This design comes from an exercise in tuning for small area on the open sky130 flow, not from production work.
RTL that was checked went through simulation tests only; none was proved equivalent to the original.
The clock port is modelled as an ideal driver; clocking choices that lean on that would not hold on a real chip.
No activity file was given, so power comes from the tool's default toggle rates.

## top
module top(
	input clk,
	input rst,
	output [2:0]vgaRed,
	output [2:0]vgaGreen,
	output [1:0]vgaBlue,
	output vgaHsync,
	output vgaVsync,
	output MemOE,
	output MemWR,
	output FlashRp,
	output FlashCS,
	output [23:1]MemAdr,
	input [15:0]MemDB,
	input [7:0]sw,
	input [3:0]btn,
	output [7:0]led,
	input PS2C,
	input PS2D,
	output [3:0]an,
	output [6:0]seg
);
	function automatic [15:0] addc(input [15:0] a, input [15:0] b, input ci);
		integer i;
		reg c;
		begin
			c = ci;
			for(i = 0; i < 16; i = i + 1) begin
				addc[i] = a[i] ^ b[i] ^ c;
				c = (a[i] & b[i]) | (c & (a[i] ^ b[i]));
			end
		end
	endfunction
	function automatic ltu(input [15:0] a, input [15:0] b);
		integer i;
		reg br;
		begin
			br = 0;
			for(i = 0; i < 16; i = i + 1)
				br = (~a[i] & b[i]) | (~(a[i] ^ b[i]) & br);
			ltu = br;
		end
	endfunction
	parameter E1L = 38;
	parameter E1R = 55;
	parameter E1T = 145;
	parameter E1B = 205;
	parameter E2L = 230;
	parameter E2R = 259;
	parameter E2T = 168;
	parameter E2B = 233;
	parameter E3L = 362;
	parameter E3R = 383;
	parameter E3T = 162;
	parameter E3B = 237;
	parameter E4L = 466;
	parameter E4R = 488;
	parameter E4T = 99;
	parameter E4B = 146;
	localparam [12:0] TOFF = 13'd281;
	localparam [12:0] V_RST = 13'd0 - TOFF;
	reg [12:0]v;
	always@(posedge clk or posedge rst) begin
		if(rst) v <= V_RST;
		else v <= v + 13'd1;
	end
	wire vgaen = v[0];
	reg [4:0]hp5;
	wire [9:0]hc = {hp5, v[5:1]};
	wire lineend = vgaen && hp5 == 5'd20 && v[5:1] == 5'd18;    
	always@(posedge clk or posedge rst) begin
		if(rst) hp5 <= 5'd27;
		else if(lineend) hp5 <= 5'd27;
		else if(v[5:0] == 6'd63) hp5 <= hp5 + 5'd1;
	end
	reg [9:0]rv;
	always@(posedge clk or posedge rst) begin
		if(rst) rv <= 10'd993;
		else if(lineend) rv <= (rv == 10'd489) ? 10'd993 : rv + 10'd1;
	end
	wire [8:0]row = rv[8:0];
  ...
export LEC_CHECK = 0
export CAP_MARGIN = 20
export CORE_MARGIN = 2
export CORE_UTILIZATION = 40
export SLEW_MARGIN = 20
create_clock -name core_clock -period 10.0 [get_ports {clk}]
standard.sh (not shown) runs the stock make flow with config.mk's settings and CLKGATE_MAP_FILE= SYNTH_SCRIPT=/design/flow/synth_recipe.tcl, a recipe that flattens the netlist after the stock synthesis.
==> flow/flow/run.sh <==
#!/bin/bash
# Standard ORFS layout with buf_1 port buffers and a clock tree without
# dummy loads.
set -euo pipefail
bash standard.sh BUFFER_PORTS_ARGS="-buffer_cell sky130_fd_sc_hd__buf_1" \
  CTS_ARGS="-sink_clustering_enable -repair_clock_nets -buf_list sky130_fd_sc_hd__clkbuf_8 -sink_clustering_size 24 -sink_clustering_max_diameter 80 -dont_use_dummy_load" \
  finish > make_finish.log 2>&1
Next try:
==> flow/flow/run.sh (replaced) <==
#!/bin/bash
# Standard ORFS layout with buf_1 port buffers and a clock tree without
# dummy loads.
set -euo pipefail
bash standard.sh BUFFER_PORTS_ARGS="-buffer_cell sky130_fd_sc_hd__buf_1" \
  CTS_ARGS="-sink_clustering_enable -repair_clock_nets -buf_list sky130_fd_sc_hd__clkbuf_16 -sink_clustering_size 48 -sink_clustering_max_diameter 120 -dont_use_dummy_load" \
  finish > make_finish.log 2>&1
Outcome:
- global-route usage is about the same
- flip-flop and latch count stays the same
- hold slack gains 0.0038 ns
- power rose by roughly a tenth
- register-to-register slack gains 0.07 ns
- non-clock buffer count does not change
- routed wire length is about the same
- worst setup slack gets better by 0.055 ns
- die area stays the same
- utilization rises by 0.71 points
- fmax went up slightly
Next try:
==> flow/flow/run.sh (replaced) <==
#!/bin/bash
# Layout flow: the standard ORFS flow (standard.sh) with
#  - synthesis: the standard script (synth_recipe.tcl) with full-adder
#    extraction off and an area-oriented ABC script (flow/area.abc);
#    registers are mapped exactly as in the standard synthesis;
#  - port buffers: buf_1;
#  - clock tree: clkbuf_8, no dummy loads.
# Each ORFS step logs to orfs/logs/; make's own output goes to make_*.log.
set -euo pipefail
W=$(pwd)
bash standard.sh SYNTH_SCRIPT="$W/flow/synth.tcl" ADDER_MAP_FILE= \
  BUFFER_PORTS_ARGS="-buffer_cell sky130_fd_sc_hd__buf_1" \
  CTS_ARGS="-sink_clustering_enable -repair_clock_nets -buf_list sky130_fd_sc_hd__clkbuf_8 -dont_use_dummy_load" \
  finish > make_finish.log 2>&1
==> flow/flow/area.abc (new file) <==
strash
&get -n
&deepsyn -T 30
&put
dch -f
amap
topo
dnsize -c
==> flow/flow/synth.tcl (new file) <==
# The standard synthesis script, with ABC run on flow/area.abc instead
# of ORFS's speed script.
set ::area_abc [file join [file dirname [file normalize [info script]]] area.abc]
proc abc {args} {
  set i [lsearch $args -script]
  if {$i >= 0} { lset args [expr {$i + 1}] $::area_abc }
  yosys abc {*}$args
}
source [file join [file dirname [file dirname [file normalize [info script]]]] synth_recipe.tcl]
Effect: Clock skew rose by 0.021 ns; cell area came out lower by 12%; via count is higher by 12%; global-route usage came out higher by 1.6 points; routed wire length is higher by 1.5%; utilization rose by 0.44 points; worst hold slack is worse by 0.023 ns.
No functional check of the RTL was part of any run of this note.

## build 35
Another version of the RTL of top (not shown whole).
For scale: roughly 1100 cells after synthesis, about 190 flip-flops, about 88 I/O pins.
==> flow/config.mk <==
export PLATFORM = sky130hd
export DESIGN_NAME = top
export DESIGN_NICKNAME = top
export VERILOG_FILES = /design/flow/design.v
export SDC_FILE = /design/flow/constraint.sdc
export NUM_CORES = 4
export LEC_CHECK = 0
export CAP_MARGIN = 20
export CORE_MARGIN = 2
export CORE_UTILIZATION = 40
export SLEW_MARGIN = 20
==> flow/constraint.sdc <==
create_clock -name core_clock -period 10.0 [get_ports {clk}]
set_input_delay 2.0000 -clock core_clock [delete_from_list [all_inputs] [get_ports {clk}]]
set_output_delay 2.0000 -clock core_clock [all_outputs]
set_load 0.01 [all_outputs]
==> flow/flow/run.sh <==
#!/bin/bash
# Layout flow: the standard ORFS flow (standard.sh) with
#  - synthesis: the standard script (synth_recipe.tcl) with full-adder
#    extraction off and an area-oriented ABC script (flow/area.abc);
#    registers are mapped exactly as in the standard synthesis;
#  - port buffers: buf_1;
#  - clock tree: clkbuf_8, no dummy loads.
# Each ORFS step logs to orfs/logs/; make's own output goes to make_*.log.
set -euo pipefail
W=$(pwd)
bash standard.sh SYNTH_SCRIPT="$W/flow/synth.tcl" ADDER_MAP_FILE= \
  BUFFER_PORTS_ARGS="-buffer_cell sky130_fd_sc_hd__buf_1" \
  CTS_ARGS="-sink_clustering_enable -repair_clock_nets -buf_list {sky130_fd_sc_hd__clkbuf_4 sky130_fd_sc_hd__clkbuf_8} -dont_use_dummy_load" \
  finish > make_finish.log 2>&1
==> flow/flow/area.abc <==
strash
&get -n
&deepsyn -T 30
&put
dch -f
amap
topo
dnsize -c
==> flow/flow/synth.tcl <==
# The standard synthesis script, with ABC run on flow/area.abc instead
# of ORFS's speed script.
set ::area_abc [file join [file dirname [file normalize [info script]]] area.abc]
proc abc {args} {
  set i [lsearch $args -script]
  if {$i >= 0} { lset args [expr {$i + 1}] $::area_abc }
  yosys abc {*}$args
}
source [file join [file dirname [file dirname [file normalize [info script]]]] synth_recipe.tcl]
Build 35 closes out successfully: all stages finished, all timing, DRC and antenna checks passed.
Here is what was changed in the inputs of build 97 compared with build 35.
--- a/flow/flow/run.sh
+++ b/flow/flow/run.sh
@@ -6,3 +6,4 @@
 #  - port buffers: buf_1;
-#  - clock tree: clkbuf_8, no dummy loads.
+#  - clock tree: clkbuf_8, no dummy loads; after CTS, a clock buffer with
+#    more than 15 loads becomes clkbuf_16 (flow/post_cts.tcl).
 # Each ORFS step logs to orfs/logs/; make's own output goes to make_*.log.
@@ -12,3 +13,4 @@
   BUFFER_PORTS_ARGS="-buffer_cell sky130_fd_sc_hd__buf_1" \
-  CTS_ARGS="-sink_clustering_enable -repair_clock_nets -buf_list {sky130_fd_sc_hd__clkbuf_4 sky130_fd_sc_hd__clkbuf_8} -dont_use_dummy_load" \
+  CTS_ARGS="-sink_clustering_enable -repair_clock_nets -buf_list sky130_fd_sc_hd__clkbuf_8 -dont_use_dummy_load" \
+  POST_CTS_TCL="$W/flow/post_cts.tcl" \
   finish > make_finish.log 2>&1
==> flow/flow/post_cts.tcl (new file) <==
# After CTS: a clock buffer that drives more than 15 pins is given the
# stronger clkbuf_16, to keep the slew at the flip-flop clock pins low.
set db [ord::get_db]
set big [$db findMaster sky130_fd_sc_hd__clkbuf_16]
set n 0
foreach inst [[ord::get_db_block] getInsts] {
  if {[[$inst getMaster] getName] ne "sky130_fd_sc_hd__clkbuf_8"} { continue }
  set out [$inst findITerm X]
  set net [$out getNet]
  if {$net eq "NULL"} { continue }
  set loads [expr {[llength [$net getITerms]] - 1}]
  if {$loads > 15} {
    $inst swapMaster $big
    incr n
  }
}
puts "post_cts: upsized $n clock buffers"
if {$n > 0} {
  detailed_placement
  check_placement -verbose
  estimate_parasitics -placement
}
- Summary of build 97 over build 35: via count went down, hold slack flat.
- As far as routed wire length is concerned, build 35 and build 97 perform about the same.
- Comparing build 97 with build 35, the final core utilization came out essentially unchanged.
- Logic gate share of total power is lower on build 97
- Compared with build 35, build 97 degrades area of all placed cells without fillers.
- Going from build 35 to build 97, shortest period the worst path allows shrinks by 0.051 ns.
For build 4, these inputs were changed with respect to build 97:
--- a/flow/flow/run.sh
+++ b/flow/flow/run.sh
@@ -6,4 +6,3 @@
 #  - port buffers: buf_1;
-#  - clock tree: clkbuf_8, no dummy loads; after CTS, a clock buffer with
-#    more than 15 loads becomes clkbuf_16 (flow/post_cts.tcl).
+#  - clock tree: clkbuf_8, no dummy loads.
 # Each ORFS step logs to orfs/logs/; make's own output goes to make_*.log.
@@ -14,3 +13,2 @@
   CTS_ARGS="-sink_clustering_enable -repair_clock_nets -buf_list sky130_fd_sc_hd__clkbuf_8 -dont_use_dummy_load" \
-  POST_CTS_TCL="$W/flow/post_cts.tcl" \
   finish > make_finish.log 2>&1
removed: flow/flow/post_cts.tcl
- Average via count per standard cell of build 4 exceeds that of build 97 slightly.
- Total inserted antenna cells delta (build 4 -> build 97): insignificant
- Re delay contributed by the slowest stage of the critical path: build 4 is 0.02 ns up on build 97.
- Relative to build 97, the maximum frequency measured on build 4 has decreased slightly.
- Any difference in routed wire length between build 97 and build 4 is small enough to ignore.
- Compared build 97 against build 4; final cell utilization of the core within noise.
- Between build 4 and build 97, it is build 4 whose switching part of the total is higher, by 0.50 points.
- Between build 97 and build 4, the detailed-route wire length per cell figures differ only marginally.
Relative to build 4, the following input files were edited for build 10:
Settings: GPL_TIMING_DRIVEN: unset -> 0; CAP_MARGIN: 20 -> 0; SLEW_MARGIN: 20 -> 0.
### Flow results
[compare] base=build 4 new=build 10: register bit count reported by yosys roughly the same; share of the clock period used by the worst path after layout higher; maximum number of pins on one net before global-route repair higher; number of distinct library cells after synthesis roughly the same.
Compared with build 4, build 10 shows a higher fraction of layout instances using a drive strength above 1.
Going from build 4 to build 10, transition time of the tightest slew-check pin went up 0.038 ns; fraction of cell area in non-clock buffers went up 0.95 points; final critical path time including I/O delays and setup went up 0.14 ns; met1 global-route usage went up 1.0 points.
What build 14 does differently from build 10 at the input level:
Settings: clearing GPL_TIMING_DRIVEN, which used to be 0; swapping 0 for 20 in CAP_MARGIN; swapping 0 for 20 in SLEW_MARGIN.
--- a/flow/flow/run.sh
+++ b/flow/flow/run.sh
@@ -12,3 +12,3 @@
   BUFFER_PORTS_ARGS="-buffer_cell sky130_fd_sc_hd__buf_1" \
-  CTS_ARGS="-sink_clustering_enable -repair_clock_nets -buf_list sky130_fd_sc_hd__clkbuf_8 -dont_use_dummy_load" \
+  CTS_ARGS="-sink_clustering_enable -repair_clock_nets -buf_list sky130_fd_sc_hd__clkbuf_8 -root_buf sky130_fd_sc_hd__clkbuf_16 -sink_clustering_levels 1 -dont_use_dummy_load" \
   finish > make_finish.log 2>&1
--- outcome ---
Diff build 10 -> build 14: final standard cell count with taps included and fillers excluded saw a decrease; worst hold slack +0.026 ns; sum of met3 wire segment lengths after detailed routing increased about 20%; share of total power in the clock network picked up an extra 0.3 points; met1 track demand over resource moved down. From build 10 to build 14 the numbers moved as follows: post-route clock period utilization saw a decrease, overall routed net length saw a decrease. All of build 10 and build 14 finish clean.
> inputs changed (build 14 -> build 40)
--- a/flow/flow/run.sh
+++ b/flow/flow/run.sh
@@ -12,3 +12,3 @@
   BUFFER_PORTS_ARGS="-buffer_cell sky130_fd_sc_hd__buf_1" \
-  CTS_ARGS="-sink_clustering_enable -repair_clock_nets -buf_list sky130_fd_sc_hd__clkbuf_8 -root_buf sky130_fd_sc_hd__clkbuf_16 -sink_clustering_levels 1 -dont_use_dummy_load" \
+  CTS_ARGS="-sink_clustering_enable -repair_clock_nets -buf_list sky130_fd_sc_hd__clkbuf_8 -sink_clustering_size 12 -sink_clustering_max_diameter 50 -dont_use_dummy_load" \
   finish > make_finish.log 2>&1
--- outcome ---
- Build 40 falls short of build 14 in minimum clock period after layout.
- Diff build 14 -> build 40: total power density per cell area went down, routed metal-1 wirelength went up.
- Going from build 14 to build 40, the first-iteration DRC count was found to have gone up by 5.5%.
- The peak per-stage delay on the critical path was comparable across build 14 and build 40.
- Diff build 14 -> build 40: post-route clock skew about even; met3 wire length shows a reduction of 110 um.

## what the ideal ports hide
In the flow no input, the clock included, has a driving cell. The finished layouts below were timed again as built, in two steps.
Step 1 sets driving cells, clkbuf_16 on the clock port and buf_2 on the other inputs (assumed; they add their load-dependent delay and slew).
Step 2, shift: input delay + t, output delay - t, t = (earliest + latest rising clock arrival at the registers) / 2. This alone moves slack from input paths to output paths.
Three values: ideal ports, drivers, drivers and shift; two values: the first two.
| run | t (ns) | slack for setup (ns) | worst setup path at the end | latest minus earliest clock arrival (ns) | worst data-port slew with drivers (ns) |
|---|---|---|---|---|---|
| the first run of note 1 | 0.487 | 3.373 / 3.333 / 3.819 | register to output | 0.036 / 0.037 | 0.04 |
| the second run of note 1 | 0.466 | 3.429 / 3.381 / 3.847 | register to output | 0.024 / 0.024 | 0.04 |
| the third run of note 1 | 0.490 | 4.623 / 4.584 / 4.623 | register to register | 0.044 / 0.044 | 0.04 |
| build 35 | 0.516 | 3.919 / 3.919 / 3.919 | register to register | 0.057 / 0.057 | 0.05 |
| build 97 | 0.435 | 3.969 / 3.969 / 3.969 | register to register | 0.031 / 0.030 | 0.05 |
| build 4 | 0.516 | 3.919 / 3.919 / 3.919 | register to register | 0.057 / 0.057 | 0.05 |
| build 10 | 0.502 | 3.776 / 3.776 / 3.776 | register to register | 0.052 / 0.052 | 0.06 |
| build 14 | 0.440 | 3.926 / 3.926 / 3.926 | register to register | 0.056 / 0.057 | 0.05 |
| build 40 | 0.516 | 3.919 / 3.919 / 3.919 | register to register | 0.057 / 0.057 | 0.05 |
After both steps setup and hold are still met in every run listed.
